From an optimization exercise on the open Yosys and OpenROAD flow, aimed at small area and a short achievable clock period; shortcuts taken in it are not production practice.
Where RTL was checked, it was by simulation tests only, not by an equivalence proof against the original.
The flow treats the clock pin as an ideal source. Dropping or thinning the clock tree relies on that and would not hold on a real chip.

==> 05-12: inputs <==
==> flow/design.v <==
`timescale 1ns / 1ps
module ultrasonido(clk, trig, echo, distancia, init, done);
input init;
input clk;
input echo;
output reg trig;
output reg [8:0] distancia;
output reg done;
reg pr;       
reg pa;       
reg pl;       
reg [22:0] t;
localparam [22:0] INV = 23'h2AAAAA;
wire [22:0] s = t ^ INV;
wire zero22 = (s[21:0] == 22'd0);
wire fb = s[22] ^ s[17] ^ zero22;
wire cur_z = zero22 & ~s[22];           
wire next_z = zero22 & s[22];           
wire end_w = s[22] & s[20] & s[19] & s[11] & s[10] & ~s[6];
wire in_w = trig | cur_z;               
wire win = pr | next_z | (in_w & ~end_w);
wire [22:0] s_nx = pr ? 23'd1 : {s[21:0], fb};
reg [10:0] q;
reg [16:0] R;
reg h;
localparam [16:0] ROFF = 17'd31072;
wire last = q[10] & q[8] & q[7] & q[4] & q[1]
          & R[15] & R[12] & R[9] & R[3] & R[2] & R[1] & R[0];
wire [17:0] S = {1'b0, R} + 18'd17;
wire co = S[17];
wire clr = pr | pl | (pa & last);
wire [16:0] R_nx = clr ? ROFF : pa ? (co ? (S[16:0] | ROFF) : S[16:0]) : R;
wire [10:0] q_nx = clr ? 11'd0 : q + {10'd0, pa & co};
wire h_now = ~pr & (pa | (h & ~pl));    
wire act = ~win & echo;
wire lowev = ~win & ~echo;
always @(posedge clk) begin
	pr <= ~init;
	pa <= init & act;
	pl <= init & lowev;
	t <= s_nx ^ INV;
	q <= q_nx;
	R <= R_nx;
	h <= h_now;
	trig <= init & win;
	done <= init & (done | lowev);
	if (!init) distancia <= 9'd0;
	else if (lowev & h_now) distancia <= q_nx[8:0];
end
endmodule
==> flow/flow/run.sh <==
#!/bin/bash
# Standard layout with faster port buffers and extra setup margin for repair_timing.
bash standard.sh BUFFER_PORTS_ARGS="-buffer_cell sky130_fd_sc_hd__buf_2" SETUP_SLACK_MARGIN=13.8 finish > standard.log 2>&1
==> flow/standard.sh <==
#!/bin/bash
# synth_recipe.tcl (not shown) runs the flow's synth.tcl, then flattens the netlist and writes it again
# the make line also repeats each setting of config.mk as NAME=value (left out here)
make -C /OpenROAD-flow-scripts/flow DESIGN_CONFIG=/design/flow/config.mk WORK_HOME=/design/flow/orfs CLKGATE_MAP_FILE= SYNTH_SCRIPT=/design/flow/synth_recipe.tcl "${@:-finish}"
==> flow/config.mk <==
export PLATFORM = sky130hd
export DESIGN_NAME = ultrasonido
export DESIGN_NICKNAME = ultrasonido
export VERILOG_FILES = /design/flow/design.v
export SDC_FILE = /design/flow/constraint.sdc
export NUM_CORES = 4
export LEC_CHECK = 0
export CAP_MARGIN = 20
export CORE_MARGIN = 2
export CORE_UTILIZATION = 40
export SLEW_MARGIN = 20
==> flow/constraint.sdc <==
create_clock -name core_clock -period 18.0 [get_ports {clk}]
set_input_delay 3.6000 -clock core_clock [delete_from_list [all_inputs] [get_ports {clk}]]
set_output_delay 3.6000 -clock core_clock [all_outputs]
set_load 0.01 [all_outputs]
==> inputs of 05-21, as changes to 05-12 <==
==> flow/design.v, changed modules only <==
module ultrasonido(clk, trig, echo, distancia, init, done);
input init;
input clk;
input echo;
output reg trig;
output reg [8:0] distancia;
output reg done;
reg pr;       
reg pa;       
reg pl;       
reg [22:0] t;
localparam [22:0] INV = 23'h2AAAAA;
wire [22:0] s = t ^ INV;
reg W;
wire [22:0] s_nx = pr ? 23'd1 : {s[21:0], s[22] ^ s[17] ^ (s[21:0] == 22'd0)};
wire zero22 = (s_nx[21:0] == 22'd0);
wire next_z = zero22 & s_nx[22];        
wire cur_z = zero22 & ~s_nx[22];        
wire end_w = s_nx[22] & s_nx[20] & s_nx[19] & s_nx[11] & s_nx[10] & ~s_nx[6];
wire trig_nx = init & W;
wire W_nx = ~init | next_z | ((trig_nx | cur_z) & ~end_w);
wire win = W;
reg [10:0] q;
reg [16:0] R;
reg h;
localparam [16:0] ROFF = 17'd31072;
wire last = q[10] & q[8] & q[7] & q[4] & q[1]
          & R[15] & R[12] & R[9] & R[3] & R[2] & R[1] & R[0];
wire [17:0] S = {1'b0, R} + 18'd17;
wire co = S[17];
wire clr = pr | pl | (pa & last);
wire [16:0] R_nx = clr ? ROFF : pa ? (co ? (S[16:0] | ROFF) : S[16:0]) : R;
wire [10:0] q_nx = clr ? 11'd0 : q + {10'd0, pa & co};
wire act = ~win & echo;
wire lowev = ~win & ~echo;
wire h_nx = init & (act | (h & ~lowev));
reg G;
wire ld = ~echo & G;
always @(posedge clk) begin
	pr <= ~init;
	pa <= init & act;
	pl <= init & lowev;
	t <= s_nx ^ INV;
	q <= q_nx;
	R <= R_nx;
	h <= h_nx;
	G <= ~W_nx & h_nx;
	trig <= trig_nx;
	W <= W_nx;
	done <= init & (done | lowev);
	if (!init) distancia <= 9'd0;
	else if (ld) distancia <= q_nx[8:0];
end
endmodule
==> flow/flow/run.sh (replaced) <==
#!/bin/bash
# The standard ORFS layout (standard.sh) with: faster port buffers, extra
# setup margin for repair_timing, and the clock tree replaced after CTS by a
# few clock buffers on the clock port (flow/clock_leaves.tcl).
export FLOW_FLOW_DIR=$PWD/flow
bash standard.sh BUFFER_PORTS_ARGS="-buffer_cell sky130_fd_sc_hd__buf_2" CTS_ARGS="-sink_clustering_enable -repair_clock_nets -dont_use_dummy_load" CORE_UTILIZATION=70 SETUP_SLACK_MARGIN=13.7 POST_CTS_TCL=$PWD/flow/post_cts.tcl finish > standard.log 2>&1
==> flow/flow/clock_leaves.tcl (new file) <==
# POST_CTS hook: replace the clock tree that CTS built by a few clock buffers
# driven straight from the clock port, each driving one vertical stripe of the
# registers (registers sorted by x, cut into equal groups). All registers then
# see the same one-buffer clock path.
proc leaf_clock_tree { master_name nleaves } {
  set block [ord::get_db_block]
  set master [[ord::get_db] findMaster $master_name]
  set clk_net [[$block findBTerm clk] getNet]
  set sinks {}
  foreach inst [$block getInsts] {
    if {![[$inst getMaster] isSequential]} { continue }
    foreach it [$inst getITerms] {
      if {[[$it getMTerm] getName] == "CLK"} { lappend sinks [list [lindex [$inst getLocation] 0] [lindex [$inst getLocation] 1] $it] }
    }
  }
  # the buffers CTS made: every non-register instance whose output net carries the clock
  set dead {}
  foreach inst [$block getInsts] {
    if {[[$inst getMaster] isSequential]} { continue }
    foreach it [$inst getITerms] {
      if {[$it isInputSignal] && [$it getNet] != "NULL" && [[$it getNet] getSigType] == "CLOCK"} { lappend dead $inst; break }
    }
  }
  foreach s $sinks { [lindex $s 2] disconnect }
  foreach inst $dead {
    set nets {}
    foreach it [$inst getITerms] { if {[$it getNet] != "NULL" && [$it getNet] != $clk_net} { lappend nets [$it getNet] } }
    odb::dbInst_destroy $inst
    foreach n $nets { if {[llength [$n getITerms]] == 0 && [llength [$n getBTerms]] == 0} { odb::dbNet_destroy $n } }
  }
  set sinks [lsort -integer -index 0 $sinks]
  set n [llength $sinks]
  for {set k 0} {$k < $nleaves} {incr k} {
    set lo [expr {$k * $n / $nleaves}]; set hi [expr {($k + 1) * $n / $nleaves}]
    set buf [odb::dbInst_create $block $master clkleaf_$k]
    set net [odb::dbNet_create $block clknet_leaf_$k]
    $net setSigType CLOCK
    [$buf findITerm A] connect $clk_net
    [$buf findITerm X] connect $net
    set xs 0; set ys 0
    foreach s [lrange $sinks $lo [expr {$hi - 1}]] {
      [lindex $s 2] connect $net
      set xs [expr {$xs + [lindex $s 0]}]; set ys [expr {$ys + [lindex $s 1]}]
    }
    set m [expr {$hi - $lo}]
    $buf setLocation [expr {int($xs / $m)}] [expr {int($ys / $m)}]
    $buf setPlacementStatus PLACED
  }
  puts "leaf_clock_tree: $n registers on $nleaves x $master_name, removed [llength $dead] cells"
}
==> flow/flow/post_cts.tcl (new file) <==
# Runs at the end of ORFS's CTS step (POST_CTS_TCL).
source $::env(FLOW_FLOW_DIR)/clock_leaves.tcl
leaf_clock_tree sky130_fd_sc_hd__clkbuf_16 3
detailed_placement
estimate_parasitics -placement
==> inputs of 01-11, as changes to 05-12 <==
==> flow/design.v, changed modules only <==
module ultrasonido(clk, trig, echo, distancia, init, done);
input init;
input clk;
input echo;
output reg trig;
output reg [8:0] distancia;
output reg done;
reg [22:0] t;
localparam [22:0] INV = 23'h2AAAAA;
wire [22:0] s = t ^ INV;
wire zero22 = (s[21:0] == 22'd0);
wire fb = s[22] ^ s[17] ^ zero22;
wire cur_z = zero22 & ~s[22];           
wire next_z = zero22 & s[22];           
wire end_w = s[22] & s[20] & s[19] & s[11] & s[10] & ~s[6];
wire in_w = trig | cur_z;               
wire win = next_z | (in_w & ~end_w);    
reg [10:0] q;
reg [16:0] R;
reg h;
localparam [16:0] ROFF = 17'd31072;
wire act = ~win & echo;
wire lowev = ~win & ~echo;
wire last = q[10] & q[8] & q[7] & q[4] & q[1]
          & R[15] & R[12] & R[9] & R[3] & R[2] & R[1] & R[0];
wire [17:0] S = {1'b0, R} + 18'd17;
wire co = S[17];
wire keep = ~lowev & ~(act & last);
wire [16:0] R_step = act ? (co ? (S[16:0] | ROFF) : S[16:0]) : R;
wire [10:0] q_step = q + {10'd0, act & co};
always @(posedge clk) begin
	t <= (init ? {s[21:0], fb} : 23'd0) ^ INV;
	trig <= init & win;
	done <= init & (done | lowev);
	if (!init) distancia <= 9'd0;
	else if (lowev & h) distancia <= q[8:0];
	h <= init & (act | (h & ~lowev));
	if (!init || !keep) begin
		q <= 11'd0;
		R <= ROFF;
	end else begin
		q <= q_step;
		R <= R_step;
	end
end
endmodule
==> flow/flow/run.sh (replaced) <==
#!/bin/bash
# Standard layout, with this folder's copies of the standard flow's helper scripts kept for reference.
cp standard.sh synth_recipe.tcl config.mk constraint.sdc flow/ 2>/dev/null
bash standard.sh > standard.log 2>&1
==> flow/flow/synth_recipe.tcl (new file) <==
proc synth {args} { yosys synth -nofsm -noshare {*}$args }
source $::env(SCRIPTS_DIR)/synth.tcl
# left out here: clear keep_hierarchy, flatten, clean up, hide names made inside functions, write 1_2_yosys.v
==> flow/flow/config.mk (new file) <==
export PLATFORM = sky130hd
export DESIGN_NAME = ultrasonido
export DESIGN_NICKNAME = bench
export VERILOG_FILES = /design/flow/design.v
export SDC_FILE = /design/flow/constraint.sdc
export NUM_CORES = 4
export LEC_CHECK = 0
export CAP_MARGIN = 20
export CORE_MARGIN = 2
export CORE_UTILIZATION = 40
export SLEW_MARGIN = 20
==> flow/flow/constraint.sdc (new file) <==
create_clock -name core_clock -period 18.0 [get_ports {clk}]
set_input_delay 3.6000 -clock core_clock [delete_from_list [all_inputs] [get_ports {clk}]]
set_output_delay 3.6000 -clock core_clock [all_outputs]
set_load 0.01 [all_outputs]
==> flow/flow/standard.sh (new file) <==
#!/bin/bash
# The standard flow's own layout of this design, on the ORFS make targets given (by default finish). After
# finish it leaves the final layout's DEF at /design/flow/out/final.def.
set -euo pipefail
make -C /OpenROAD-flow-scripts/flow DESIGN_CONFIG=/design/flow/config.mk WORK_HOME=/design/flow/orfs CLKGATE_MAP_FILE= SYNTH_SCRIPT=/design/flow/synth_recipe.tcl CAP_MARGIN=20 CORE_MARGIN=2 CORE_UTILIZATION=40 SLEW_MARGIN=20 "${@:-finish}"
if [[ -f /design/flow/orfs/results/sky130hd/ultrasonido/base/6_final.odb ]]; then
  : # left out here: write the final layout as DEF
fi
==> results.toml <==
[run_status]
outcome = "finished clean"

[timing]
slew_headroom_pct = 42.3
fmax_mhz = 227

[drt]
via_count = 1738
drt-total-wl_um = 4520

[synthesis]
syn_area_per_cell_sq_um = 9.93
-- figures above: 05-12

==> results.toml <==
[timing]
fmax_mhz = 230
slew_headroom_pct = 46.9

[synthesis]
syn_area_per_cell_sq_um = 9.61

[run_status]
outcome = "finished clean"

[drt]
via_count = 1861
-- figures above: 05-21

==> results.toml <==
[run_status]
outcome = "finished clean"

[drt]
drt-total-wl_um = 4440
via_count = 1765

[clock_tree]
cts_root_buffer = "clkbuf_8"

[synthesis]
ys_seq_elements = 63

[timing]
fmax_mhz = 167
-- figures above: 01-11

Only the layout flow was run in 05-21 and 01-11; the RTL was not checked for function there. In 05-21 the design's own scripts or RTL, not TritonCTS, make the clock network.

## re-timing with driven ports
In the flow no input, the clock included, has a driving cell. The finished layouts below were timed again as built, in two steps. Step 1 (the two cells are an assumption about what drives the block):
set clk [get_ports {clk}]
set_driving_cell -lib_cell sky130_fd_sc_hd__clkbuf_16 $clk
set_driving_cell -lib_cell sky130_fd_sc_hd__buf_2 [delete_from_list [all_inputs] $clk]
Step 2 times the ports against the registers' clock, not the clock port: input delays grow and output delays shrink by t, the midpoint of the rising clock arrivals with the driver on. Slacks: ideal ports / drivers / drivers and shift; pairs: ideal ports / drivers.
| run | t, ns | setup slack, ns | hold WS [ns] | clock arrival spread, ns | pins driven straight from the clock port |
|---|---|---|---|---|---|
| 05-12 | 0.376 | 13.593 / 13.566 / 13.510 | 0.396 / 0.396 / 0.396 | 0.010 / 0.011 | 1 |
| 05-21 | 0.202 | 13.659 / 13.681 / 13.480 | 0.401 / 0.401 / 0.401 | 0.005 / 0.005 | 3 |
| 01-11 | 0.350 | 12.022 / 12.027 / 11.676 | 0.380 / 0.380 / 0.380 | 0.009 / 0.009 | 1 |
After both steps setup and hold are still met in every run listed. The setup slack of 01-11, which loses most, moves by +0.005 ns with the drivers and by -0.346 ns with both steps.
